Context: an optimization exercise on an open-source flow, tuned for small area and a short achievable clock period. The choices shown serve that exercise and are no tape-out recipe.
Only simulation tests tie the RTL to the original design; equivalence was not proved.
Power and IR drop assume default switching activity.

==> flow/design.v (excerpt) <==
module	apb_pwm #(parameter DATA_WIDTH = 32,
                        ADDR_WIDTH = 8)(
	input   logic                   PCLK_i,
	input   logic                   PRST_ni,
	input   logic                   PWRITE_i,
	input   logic [ADDR_WIDTH -1:0] PADDR_i,
	input   logic [DATA_WIDTH -1:0] PWDATA_i,
	input   logic                   PSEL_i,PENABLE_i,
	output  logic [DATA_WIDTH -1:0] PRDATA_o,
	output  logic                   o_pwm_1,
	output  logic                   o_pwm_2,
	output  logic                   oe_pwm1,
	output  logic                   oe_pwm2,
	output  logic                   PSLVERR_o,PREADY_o
);
clock: 5.0 ns
lec_check: 0
cap_margin: 20
core_margin: 2
core_utilization: 50
cts_buf_list: sky130_fd_sc_hd__clkbuf_16
cts_cluster_diameter: 80
cts_cluster_size: 24
setup_slack_margin: 2.6
slew_margin: 20
tns_end_percent: 5
standard.sh (not shown) runs the stock make flow with config.mk's settings and CLKGATE_MAP_FILE= SYNTH_SCRIPT=/design/flow/synth_recipe.tcl, a recipe that flattens the netlist after the stock synthesis.
==> flow/flow/run.sh <==
#!/bin/bash
# The standard layout (standard.sh) with these changes:
#  - synthesis keeps adders as plain logic for ABC (no adder-cell extraction)
#    and, when flow/abc.script exists, maps with that ABC script instead of
#    ORFS's; registers and their names are those of the standard synthesis
#  - ports get buf_1 buffers (or the cell named in flow/port_buf), sized
#    later by repair, instead of delay cells
# make's full output goes to standard.log; ORFS's own logs are in orfs/logs.
#  - the delay cells are added to the platform's don't-use list
set -euo pipefail
W=$PWD
PORT_BUF=sky130_fd_sc_hd__buf_1
if [[ -f flow/port_buf ]]; then PORT_BUF=$(cat flow/port_buf); fi
DONT_USE="sky130_fd_sc_hd__probe_p_8 sky130_fd_sc_hd__probec_p_8 sky130_fd_sc_hd__lpflow_bleeder_1 sky130_fd_sc_hd__lpflow_clkbufkapwr_1 sky130_fd_sc_hd__lpflow_clkbufkapwr_16 sky130_fd_sc_hd__lpflow_clkbufkapwr_2 sky130_fd_sc_hd__lpflow_clkbufkapwr_4 sky130_fd_sc_hd__lpflow_clkbufkapwr_8 sky130_fd_sc_hd__lpflow_clkinvkapwr_1 sky130_fd_sc_hd__lpflow_clkinvkapwr_16 sky130_fd_sc_hd__lpflow_clkinvkapwr_2 sky130_fd_sc_hd__lpflow_clkinvkapwr_4 sky130_fd_sc_hd__lpflow_clkinvkapwr_8 sky130_fd_sc_hd__lpflow_decapkapwr_12 sky130_fd_sc_hd__lpflow_decapkapwr_3 sky130_fd_sc_hd__lpflow_decapkapwr_4 sky130_fd_sc_hd__lpflow_decapkapwr_6 sky130_fd_sc_hd__lpflow_decapkapwr_8 sky130_fd_sc_hd__lpflow_inputiso0n_1 sky130_fd_sc_hd__lpflow_inputiso0p_1 sky130_fd_sc_hd__lpflow_inputiso1n_1 sky130_fd_sc_hd__lpflow_inputiso1p_1 sky130_fd_sc_hd__lpflow_inputisolatch_1 sky130_fd_sc_hd__lpflow_isobufsrc_1 sky130_fd_sc_hd__lpflow_isobufsrc_16 sky130_fd_sc_hd__lpflow_isobufsrc_2 sky130_fd_sc_hd__lpflow_isobufsrc_4 sky130_fd_sc_hd__lpflow_isobufsrc_8 sky130_fd_sc_hd__lpflow_isobufsrckapwr_16 sky130_fd_sc_hd__lpflow_lsbuf_lh_hl_isowell_tap_1 sky130_fd_sc_hd__lpflow_lsbuf_lh_hl_isowell_tap_2 sky130_fd_sc_hd__lpflow_lsbuf_lh_hl_isowell_tap_4 sky130_fd_sc_hd__lpflow_lsbuf_lh_isowell_4 sky130_fd_sc_hd__lpflow_lsbuf_lh_isowell_tap_1 sky130_fd_sc_hd__lpflow_lsbuf_lh_isowell_tap_2 sky130_fd_sc_hd__lpflow_lsbuf_lh_isowell_tap_4"
DELAY_CELLS="sky130_fd_sc_hd__clkdlybuf4s15_1 sky130_fd_sc_hd__clkdlybuf4s15_2 sky130_fd_sc_hd__clkdlybuf4s18_1 sky130_fd_sc_hd__clkdlybuf4s18_2 sky130_fd_sc_hd__clkdlybuf4s25_1 sky130_fd_sc_hd__clkdlybuf4s25_2 sky130_fd_sc_hd__clkdlybuf4s50_1 sky130_fd_sc_hd__clkdlybuf4s50_2 sky130_fd_sc_hd__dlygate4sd1_1 sky130_fd_sc_hd__dlygate4sd2_1 sky130_fd_sc_hd__dlygate4sd3_1 sky130_fd_sc_hd__dlymetal6s2s_1 sky130_fd_sc_hd__dlymetal6s4s_1 sky130_fd_sc_hd__dlymetal6s6s_1"
args=(ADDER_MAP_FILE= "BUFFER_PORTS_ARGS=-buffer_cell $PORT_BUF" "SYNTH_SCRIPT=$W/flow/my_synth.tcl")
if [[ -f flow/no_delay_cells ]]; then args+=("DONT_USE_CELLS=$DONT_USE $DELAY_CELLS"); fi
if [[ -f flow/abc.script ]]; then args+=("MY_ABC_SCRIPT=$W/flow/abc.script"); fi
if [[ -f flow/extra.vars ]]; then while read -r l; do [[ -n "$l" ]] && args+=("$l"); done < flow/extra.vars; fi
bash standard.sh "${args[@]}" finish > standard.log 2>&1
==> flow/flow/abc.script <==
strash
dch
map -D 1000
topo
stime -c
Other scripts of this flow, unchanged in this note and not shown: flow/flow/my_synth.tcl
Then changed:
SETUP_SLACK_MARGIN = 2.5   (was 2.6)
TNS_END_PERCENT = 100   (was 5)
The new run passed the timing, DRC and antenna checks.
Flip-flop and latch count is unchanged.
Global-route usage came out lower by 0.16 points.
Core utilization went down by 0.20 points.
Cell count fell slightly.
Design area drops slightly.
Setup slack gets worse by 0.090 ns.
Then changed:
PLACE_DENSITY = 0.75   (was unset)
SETUP_SLACK_MARGIN = 2.8   (was 2.5)
TNS_END_PERCENT = 2   (was 100)
=> Synthesized cell count is unchanged. Setup slack gets better by 0.13 ns. Cell count is higher by 1.7%. Design area is higher by 3.1%. Via count is higher by 4.0%. Non-clock buffer count is higher by 44. Count of clock-buffer cells in the layout does not change. Clock power is lower by about 3%. Core utilization is higher by 1.8 points. Die area is unchanged. Hold slack gets better by 0.015 ns.
Then changed:
PLACE_DENSITY = unset   (was 0.75)
SETUP_SLACK_MARGIN = 3.0   (was 2.8)
TNS_END_PERCENT = 5   (was 2)
Effect:
- critical path depth rises by 7
- core utilization grows by 1.9 points
- clock power grows by about 4%
Then changed:
==> flow/flow/abc.script (replaced) <==
strash
dch
map -D 1500
topo
stime -c
SETUP_SLACK_MARGIN = 2.6   (was 3.0)
TNS_END_PERCENT = 0   (was 5)
- non-clock buffer count came out lower by 48
- flip-flop and latch count does not change
- routed wire length came out lower by 10%
- final area came out lower by 9.0%
- final cell count came out lower by 8.5%
- first-iteration DRC count came out lower by 15%
Then changed:
==> flow/flow/abc.script (replaced) <==
strash
dch
map -D 1000
topo
stime -c
SETUP_SLACK_MARGIN = 2.8   (was 2.6)
TNS_END_PERCENT = 2   (was 0)
Effect: The changed run produced a clean layout. Clock power grows by a few percent. Sequential cell count does not change. Hold slack got worse by 0.0057 ns. Utilization decreases by 0.34 points. Register-to-register slack gets better by 0.34 ns. Die area went up by a few percent.

delta:
apb_pwm again, from the RTL that the note above started with.
## apb_pwm
module	apb_pwm #(parameter DATA_WIDTH = 32,
                        ADDR_WIDTH = 8)(
	input   logic                   PCLK_i,
	input   logic                   PRST_ni,
	input   logic                   PWRITE_i,
	input   logic [ADDR_WIDTH -1:0] PADDR_i,
	input   logic [DATA_WIDTH -1:0] PWDATA_i,
	input   logic                   PSEL_i,PENABLE_i,
	output  logic [DATA_WIDTH -1:0] PRDATA_o,
	output  logic                   o_pwm_1,
	output  logic                   o_pwm_2,
	output  logic                   oe_pwm1,
	output  logic                   oe_pwm2,
	output  logic                   PSLVERR_o,PREADY_o
);
==> flow/config.mk <==
export PLATFORM = sky130hd
export DESIGN_NAME = apb_pwm
export DESIGN_NICKNAME = apb_pwm
export VERILOG_FILES = /design/flow/design.v
export SDC_FILE = /design/flow/constraint.sdc
export NUM_CORES = 4
export LEC_CHECK = 0
export CAP_MARGIN = 20
export CORE_MARGIN = 2
export CORE_UTILIZATION = 50
export CTS_BUF_LIST = sky130_fd_sc_hd__clkbuf_16
export CTS_CLUSTER_DIAMETER = 80
export CTS_CLUSTER_SIZE = 24
export SETUP_SLACK_MARGIN = 2.6
export SLEW_MARGIN = 20
==> flow/constraint.sdc <==
create_clock -name core_clock -period 5.0 [get_ports {PCLK_i}]
set_input_delay 1.0000 -clock core_clock [delete_from_list [all_inputs] [get_ports {PCLK_i}]]
set_output_delay 1.0000 -clock core_clock [all_outputs]
set_load 0.01 [all_outputs]
==> flow/flow/run.sh <==
#!/bin/bash
# The standard layout (standard.sh) with these changes:
#  - synthesis keeps adders as plain logic for ABC (no adder-cell extraction)
#    and, when flow/abc.script exists, maps with that ABC script instead of
#    ORFS's; registers and their names are those of the standard synthesis
#  - ports get buf_1 buffers (sized later by repair) instead of delay cells
# make's full output goes to standard.log; ORFS's own logs are in orfs/logs.
set -euo pipefail
W=$PWD
args=(ADDER_MAP_FILE= "BUFFER_PORTS_ARGS=-buffer_cell sky130_fd_sc_hd__buf_1" "SYNTH_SCRIPT=$W/flow/my_synth.tcl")
if [[ -f flow/abc.script ]]; then args+=("MY_ABC_SCRIPT=$W/flow/abc.script"); fi
if [[ -f flow/extra.vars ]]; then while read -r l; do [[ -n "$l" ]] && args+=("$l"); done < flow/extra.vars; fi
bash standard.sh "${args[@]}" finish > standard.log 2>&1
==> flow/flow/abc.script <==
strash
dch -f
map
topo
stime -c
==> flow/flow/my_synth.tcl <==
proc synth {args} { yosys synth -nofsm -noshare {*}$args }
proc abc {args} {
  set i [lsearch -exact $args -script]
  if {$i >= 0 && [info exists ::env(MY_ABC_SCRIPT)] && $::env(MY_ABC_SCRIPT) ne ""} {
    lset args [expr {$i + 1}] $::env(MY_ABC_SCRIPT)
  }
  yosys abc {*}$args
}
source $::env(SCRIPTS_DIR)/synth.tcl
# left out here: clear keep_hierarchy, flatten, clean up, hide names made inside functions, write 1_2_yosys.v
Relative to delta, the following input files were edited for nickel:
Settings: an added TNS_END_PERCENT of 0; a change of CTS_CLUSTER_DIAMETER from 80 to 50; a change of CTS_BUF_LIST from sky130_fd_sc_hd__clkbuf_16 to sky130_fd_sc_hd__clkbuf_8; a change of CTS_CLUSTER_SIZE from 24 to 14.
[summary]
Result: PASS for each of nickel and delta
Compared with delta, in nickel sum of met2 wire segment lengths after detailed routing was more or less identical; sequential power share went down by 2.1 points.
nickel vs. delta: sum of routed wire length over all layers saw a decrease; final cell area excluding filler cells now sits lower; leakage power now sits lower; worst hold slack up 100 ps.
Inputs modified between nickel and amber:
Settings: CTS_BUF_LIST removed (was sky130_fd_sc_hd__clkbuf_8); CTS_CLUSTER_DIAMETER removed (was 50); TNS_END_PERCENT removed (was 0); CTS_CLUSTER_SIZE removed (was 14).
==> flow/flow/abc.script <==
strash
&get -n
&st
&syn2
&dch
&nf
&put
Results
amber: done, clean on timing, DRC and antenna
Via count for amber is lower than for nickel.
Taking nickel as the reference, in amber portion of total power attributed to combinational logic saw an increase; sequential share of layout area now sits at about the same level; setup slack went down by 440 ps; final RePlAce weighted congestion fell by about 9%; hold slack increased by 33 ps relative to the old numbers.
Amount of wire on met3 after detailed routing (amber vs. nickel) decreases by a little under 10%
Of the two values seen for endpoint of the most critical setup path, ch2.pc[17]$_DFFE_PN0P_ was produced by amber and ch1.pc[31]$_DFFE_PN0P_ by nickel.
As of amber, design area had risen slightly compared to nickel.
amber reports a higher non-clock buffer share of cell area than nickel does.
Row instance count on the critical path: amber lower / nickel higher
Compared with nickel, amber shows a lower total routing usage reported by global routing.

The RTL this note starts from:
==> flow/design.v <==
module pwm_ch (
	input  logic        clk_i,
	input  logic        rst_ni,
	input  logic [1:0]  ctrl_i,    
	input  logic [31:0] div_i,
	input  logic        div_v_i,
	input  logic [31:0] per_i,
	input  logic        per_v_i,
	input  logic [31:0] dc_i,
	input  logic        dc_v_i,
	output logic        pts_o,
	output logic        pts_d_o,   
	output logic        oe_o
);
	logic [31:0] c1;
	logic        ph;
	logic [31:0] pc;
	function automatic lt32;
		input [31:0] a;
		input [31:0] b;
		reg [31:0] l, e;
		integer i, s;
		begin
			l = ~a & b;
			e = ~(a ^ b);
			for (s = 1; s < 32; s = s * 2)
				for (i = 0; i < 32; i = i + 2 * s) begin
					l[i] = l[i + s] | (e[i + s] & l[i]);
					e[i] = e[i + s] & e[i];
				end
			lt32 = l[0];
		end
	endfunction
	function automatic [31:0] pre32;
		input [31:0] a;
		reg [31:0] p;
		integer i, s;
		begin
			p = {a[30:0], 1'b1};
			for (s = 1; s < 32; s = s * 2)
				for (i = 0; i < 32; i = i + 1)
					if ((i / s) % 2 == 1)
						p[i] = p[i] & p[(i / s) * s - 1];
			pre32 = p;
		end
	endfunction
	wire en    = ctrl_i[1];
	wire match = div_v_i ? (c1 == div_i) : (c1 == 32'd0);
	wire tick  = en & match & ~ph;
	wire wrap  = ~per_v_i | ~lt32(pc, per_i);
	wire below = dc_v_i & lt32(pc, dc_i);
	wire load  = tick & ctrl_i[0];
	wire [31:0] c1_inc = c1 ^ pre32(c1);
	wire [31:0] pc_inc = pc ^ pre32(pc);
	assign pts_d_o = load ? below : pts_o;
	always_ff @(posedge clk_i or negedge rst_ni)
		if (!rst_ni) begin
			c1    <= 32'd1;
			ph    <= 1'b0;
			pc    <= 32'd0;
			pts_o <= 1'b0;
			oe_o  <= 1'b0;
		end else begin
			if (en)
				c1 <= match ? 32'd1 : c1_inc;
			ph    <= ph ^ (en & match);
			if (load)
				pc <= wrap ? 32'd0 : pc_inc;
			pts_o <= pts_d_o;
			oe_o  <= oe_o | load;
		end
endmodule
module	apb_pwm #(parameter DATA_WIDTH = 32,
                        ADDR_WIDTH = 8)(
	input   logic                   PCLK_i,
	input   logic                   PRST_ni,
	input   logic                   PWRITE_i,
	input   logic [ADDR_WIDTH -1:0] PADDR_i,
	input   logic [DATA_WIDTH -1:0] PWDATA_i,
	input   logic                   PSEL_i,PENABLE_i,
	output  logic [DATA_WIDTH -1:0] PRDATA_o,
	output  logic                   o_pwm_1,
	output  logic                   o_pwm_2,
	output  logic                   oe_pwm1,
	output  logic                   oe_pwm2,
	output  logic                   PSLVERR_o,PREADY_o
);
	wire       hit = (PADDR_i[7:5] == 3'd0) && (PADDR_i[1:0] == 2'd0);
	wire [2:0] idx = PADDR_i[4:2];
	wire       wr  = PSEL_i & PENABLE_i & PWRITE_i & hit;
	wire       rs  = PSEL_i & ~PENABLE_i & ~PWRITE_i & hit;
	wire [7:0] we = {8{wr}} & (8'd1 << idx);
	logic [2:0] ctrl_1, ctrl_2;
	always_ff @(posedge PCLK_i or negedge PRST_ni)
		if (!PRST_ni) begin
			ctrl_1 <= 3'd0;
			ctrl_2 <= 3'd0;
		end else begin
			if (we[0]) ctrl_1 <= PWDATA_i[2:0];
			if (we[4]) ctrl_2 <= PWDATA_i[2:0];
		end
	logic [31:0] div_1, per_1, dc_1, div_2, per_2, dc_2;
	logic [7:0]  v;    
	always_ff @(posedge PCLK_i)
		begin
			if (we[1]) div_1 <= PWDATA_i;
			if (we[2]) per_1 <= PWDATA_i;
			if (we[3]) dc_1  <= PWDATA_i;
			if (we[5]) div_2 <= PWDATA_i;
			if (we[6]) per_2 <= PWDATA_i;
			if (we[7]) dc_2  <= PWDATA_i;
		end
	always_ff @(posedge PCLK_i or negedge PRST_ni)
		if (!PRST_ni)
			v <= 8'd0;
		else
			v <= v | {we[7:5], 1'b0, we[3:1], 1'b0};
	logic [31:0] rdata_d;
	always_comb begin
		rdata_d = 32'd0;
		if (rs)
			case (idx)
				3'd0: rdata_d = {29'd0, ctrl_1};
				3'd1: rdata_d = v[1] ? div_1 : 32'd0;
				3'd2: rdata_d = v[2] ? per_1 : 32'd0;
				3'd3: rdata_d = v[3] ? dc_1  : 32'd0;
				3'd4: rdata_d = {29'd0, ctrl_2};
				3'd5: rdata_d = v[5] ? div_2 : 32'd0;
				3'd6: rdata_d = v[6] ? per_2 : 32'd0;
				3'd7: rdata_d = v[7] ? dc_2  : 32'd0;
			endcase
	end
	always_ff @(posedge PCLK_i or negedge PRST_ni)
		if (!PRST_ni)
			PRDATA_o <= 32'd0;
		else
			PRDATA_o <= rdata_d;
	logic pts_1, pts_2, pts_d_1, pts_d_2;
	pwm_ch ch1 (.clk_i(PCLK_i), .rst_ni(PRST_ni), .ctrl_i(ctrl_1[1:0]),
		.div_i(div_1), .div_v_i(v[1]), .per_i(per_1), .per_v_i(v[2]),
		.dc_i(dc_1), .dc_v_i(v[3]), .pts_o(pts_1), .pts_d_o(pts_d_1), .oe_o(oe_pwm1));
	pwm_ch ch2 (.clk_i(PCLK_i), .rst_ni(PRST_ni), .ctrl_i(ctrl_2[1:0]),
		.div_i(div_2), .div_v_i(v[5]), .per_i(per_2), .per_v_i(v[6]),
		.dc_i(dc_2), .dc_v_i(v[7]), .pts_o(pts_2), .pts_d_o(pts_d_2), .oe_o(oe_pwm2));
	wire gate_d_1 = we[0] ? PWDATA_i[2] : ctrl_1[2];
	wire gate_d_2 = we[4] ? PWDATA_i[2] : ctrl_2[2];
	always_ff @(posedge PCLK_i or negedge PRST_ni)
		if (!PRST_ni) begin
			o_pwm_1 <= 1'b0;
			o_pwm_2 <= 1'b0;
		end else begin
			o_pwm_1 <= gate_d_1 & pts_d_1;
			o_pwm_2 <= gate_d_2 & pts_d_2;
		end
	assign PSLVERR_o = 1'b0;
	assign PREADY_o  = 1'b1;
endmodule
export LEC_CHECK = 0
export CAP_MARGIN = 20
export CORE_MARGIN = 2
export CORE_UTILIZATION = 50
export CTS_BUF_LIST = sky130_fd_sc_hd__clkbuf_16
export CTS_CLUSTER_DIAMETER = 80
export CTS_CLUSTER_SIZE = 24
export SETUP_SLACK_MARGIN = 2.8
export SLEW_MARGIN = 20
export TNS_END_PERCENT = 5
create_clock -name core_clock -period 5.0 [get_ports {PCLK_i}]
==> flow/flow/run.sh <==
#!/bin/bash
# The standard layout (standard.sh) with these changes:
#  - synthesis keeps adders as plain logic for ABC (no adder-cell extraction)
#    and, when flow/abc.script exists, maps with that ABC script instead of
#    ORFS's; registers and their names are those of the standard synthesis
#  - ports get buf_1 buffers (or the cell named in flow/port_buf), sized
#    later by repair, instead of delay cells
# make's full output goes to standard.log; ORFS's own logs are in orfs/logs.
#  - the delay cells are added to the platform's don't-use list
set -euo pipefail
W=$PWD
PORT_BUF=sky130_fd_sc_hd__buf_1
if [[ -f flow/port_buf ]]; then PORT_BUF=$(cat flow/port_buf); fi
DONT_USE="sky130_fd_sc_hd__probe_p_8 sky130_fd_sc_hd__probec_p_8 sky130_fd_sc_hd__lpflow_bleeder_1 sky130_fd_sc_hd__lpflow_clkbufkapwr_1 sky130_fd_sc_hd__lpflow_clkbufkapwr_16 sky130_fd_sc_hd__lpflow_clkbufkapwr_2 sky130_fd_sc_hd__lpflow_clkbufkapwr_4 sky130_fd_sc_hd__lpflow_clkbufkapwr_8 sky130_fd_sc_hd__lpflow_clkinvkapwr_1 sky130_fd_sc_hd__lpflow_clkinvkapwr_16 sky130_fd_sc_hd__lpflow_clkinvkapwr_2 sky130_fd_sc_hd__lpflow_clkinvkapwr_4 sky130_fd_sc_hd__lpflow_clkinvkapwr_8 sky130_fd_sc_hd__lpflow_decapkapwr_12 sky130_fd_sc_hd__lpflow_decapkapwr_3 sky130_fd_sc_hd__lpflow_decapkapwr_4 sky130_fd_sc_hd__lpflow_decapkapwr_6 sky130_fd_sc_hd__lpflow_decapkapwr_8 sky130_fd_sc_hd__lpflow_inputiso0n_1 sky130_fd_sc_hd__lpflow_inputiso0p_1 sky130_fd_sc_hd__lpflow_inputiso1n_1 sky130_fd_sc_hd__lpflow_inputiso1p_1 sky130_fd_sc_hd__lpflow_inputisolatch_1 sky130_fd_sc_hd__lpflow_isobufsrc_1 sky130_fd_sc_hd__lpflow_isobufsrc_16 sky130_fd_sc_hd__lpflow_isobufsrc_2 sky130_fd_sc_hd__lpflow_isobufsrc_4 sky130_fd_sc_hd__lpflow_isobufsrc_8 sky130_fd_sc_hd__lpflow_isobufsrckapwr_16 sky130_fd_sc_hd__lpflow_lsbuf_lh_hl_isowell_tap_1 sky130_fd_sc_hd__lpflow_lsbuf_lh_hl_isowell_tap_2 sky130_fd_sc_hd__lpflow_lsbuf_lh_hl_isowell_tap_4 sky130_fd_sc_hd__lpflow_lsbuf_lh_isowell_4 sky130_fd_sc_hd__lpflow_lsbuf_lh_isowell_tap_1 sky130_fd_sc_hd__lpflow_lsbuf_lh_isowell_tap_2 sky130_fd_sc_hd__lpflow_lsbuf_lh_isowell_tap_4"
DELAY_CELLS="sky130_fd_sc_hd__clkdlybuf4s15_1 sky130_fd_sc_hd__clkdlybuf4s15_2 sky130_fd_sc_hd__clkdlybuf4s18_1 sky130_fd_sc_hd__clkdlybuf4s18_2 sky130_fd_sc_hd__clkdlybuf4s25_1 sky130_fd_sc_hd__clkdlybuf4s25_2 sky130_fd_sc_hd__clkdlybuf4s50_1 sky130_fd_sc_hd__clkdlybuf4s50_2 sky130_fd_sc_hd__dlygate4sd1_1 sky130_fd_sc_hd__dlygate4sd2_1 sky130_fd_sc_hd__dlygate4sd3_1 sky130_fd_sc_hd__dlymetal6s2s_1 sky130_fd_sc_hd__dlymetal6s4s_1 sky130_fd_sc_hd__dlymetal6s6s_1"
args=(ADDER_MAP_FILE= "BUFFER_PORTS_ARGS=-buffer_cell $PORT_BUF" "SYNTH_SCRIPT=$W/flow/my_synth.tcl")
if [[ -f flow/no_delay_cells ]]; then args+=("DONT_USE_CELLS=$DONT_USE $DELAY_CELLS"); fi
if [[ -f flow/abc.script ]]; then args+=("MY_ABC_SCRIPT=$W/flow/abc.script"); fi
if [[ -f flow/extra.vars ]]; then while read -r l; do [[ -n "$l" ]] && args+=("$l"); done < flow/extra.vars; fi
bash standard.sh "${args[@]}" finish > standard.log 2>&1
==> flow/flow/abc.script <==
strash
dch
map -D 1000
topo
stime -c
Scripts as last shown in full above: flow/flow/my_synth.tcl
Next try:
==> flow/flow/abc.script (replaced) <==
strash
dch -f
map
topo
stime -c
==> flow/flow/no_delay_cells (new file) <==
delay cells are on the don't-use list
==> flow/flow/port_buf (new file) <==
sky130_fd_sc_hd__buf_4
SETUP_SLACK_MARGIN = 2.6   (was 2.8)
TNS_END_PERCENT = 0   (was 5)
The changed run finished with timing, DRC and antenna clean. Worst setup slack gets worse by 0.17 ns. Global-route usage is higher by 2.3 points. Die area is higher by a few percent. Fmax is lower by a few percent. Total power is lower by a few percent. Cell count is higher by a few percent. Area after synthesis is higher by a few percent. Clock-buffer cell count is unchanged. Routed wire length is higher by a little under a tenth.
Next try:
==> flow/flow/abc.script (replaced) <==
strash
dch
map -D 1000
topo
stime -c
CORE_UTILIZATION = 40   (was 50)
removed: flow/flow/no_delay_cells
removed: flow/flow/port_buf
Effect: The new run went through all stages and came out clean; combinational power went up by 130%; final cell count shrinks by 0.64%; via count shrinks by 8.9%; worst setup slack loses 0.0093 ns; area after synthesis drops by 2.6%; global-route usage fell by 8.6 points; routed wire length goes down by 11%; power rose by 11%; count of clock-buffer cells in the layout goes up by 4.
Next try:
CORE_UTILIZATION = 50   (was 40)
GPL_ROUTABILITY_DRIVEN = 0   (was default)
SETUP_SLACK_MARGIN = 2.8   (was 2.6)
TNS_END_PERCENT = 2   (was 0)
=>
- design area rose by 1.9%
- hold slack gets better by 0.020 ns
- global-route usage increases by 6.2 points
- core utilization came out higher by 13 points
- setup slack improves by 0.095 ns
- final cell count drops by about 4%
- routed wire length climbs by 4.3%
- sequential power barely changes
- power shrinks by about 0.66%
- fmax goes up by about 4%

-- port drivers added, routing unchanged --
Ports are ideal in the flow. The routed layouts listed here were re-timed in OpenROAD. Step 1 (the two cells are an assumption about what drives the block):
set clk [get_ports {PCLK_i}]
set_driving_cell -lib_cell sky130_fd_sc_hd__clkbuf_16 $clk
set_driving_cell -lib_cell sky130_fd_sc_hd__buf_2 [delete_from_list [all_inputs] $clk]
Step 2 adds t to the input delays and takes it off the output delays; t is the mean of the earliest and latest rising clock arrival at the registers after step 1. Input paths then give back, and output paths get back, about the clock's delay inside the block. Slacks: ideal / step 1 / step 2; pairs: ideal / step 1.
run | t, ns | slack for setup (ns) | hold slack, ns | worst slew at a driven data input, ns
the first run of note 1 | 0.623 | 2.591 / 2.611 / 1.989 | 0.479 / 0.479 / 0.479 | 0.05
the second run of note 1 | 0.619 | 2.501 / 2.534 / 1.914 | 0.471 / 0.455 / 0.471 | 0.06
the third run of note 1 | 0.615 | 2.635 / 2.669 / 2.054 | 0.486 / 0.486 / 0.486 | 0.04
the fourth run of note 1 | 0.623 | 2.671 / 2.671 / 2.151 | 0.478 / 0.478 / 0.478 | 0.05
the fifth run of note 1 | 0.611 | 2.263 / 2.291 / 1.680 | 0.484 / 0.468 / 0.484 | 0.06
the sixth run of note 1 | 0.623 | 2.641 / 2.664 / 2.041 | 0.478 / 0.478 / 0.478 | 0.05
delta | 0.630 | 2.635 / 2.635 / 2.103 | 0.336 / 0.311 / 0.478 | 0.10
nickel | 0.665 | 2.559 / 2.559 / 2.032 | 0.441 / 0.422 / 0.479 | 0.09
amber | 0.601 | 2.118 / 2.118 / 2.118 | 0.474 / 0.474 / 0.474 | 0.05
the first run of note 3 | 0.625 | 2.655 / 2.678 / 2.053 | 0.477 / 0.477 / 0.477 | 0.05
the second run of note 3 | 0.629 | 2.489 / 2.489 / 1.968 | 0.478 / 0.478 / 0.478 | 0.06
the third run of note 3 | 0.636 | 2.480 / 2.519 / 1.883 | 0.440 / 0.407 / 0.480 | 0.11
the fourth run of note 3 | 0.623 | 2.575 / 2.607 / 1.984 | 0.460 / 0.429 / 0.480 | 0.05
After both steps every run listed still meets setup and hold.
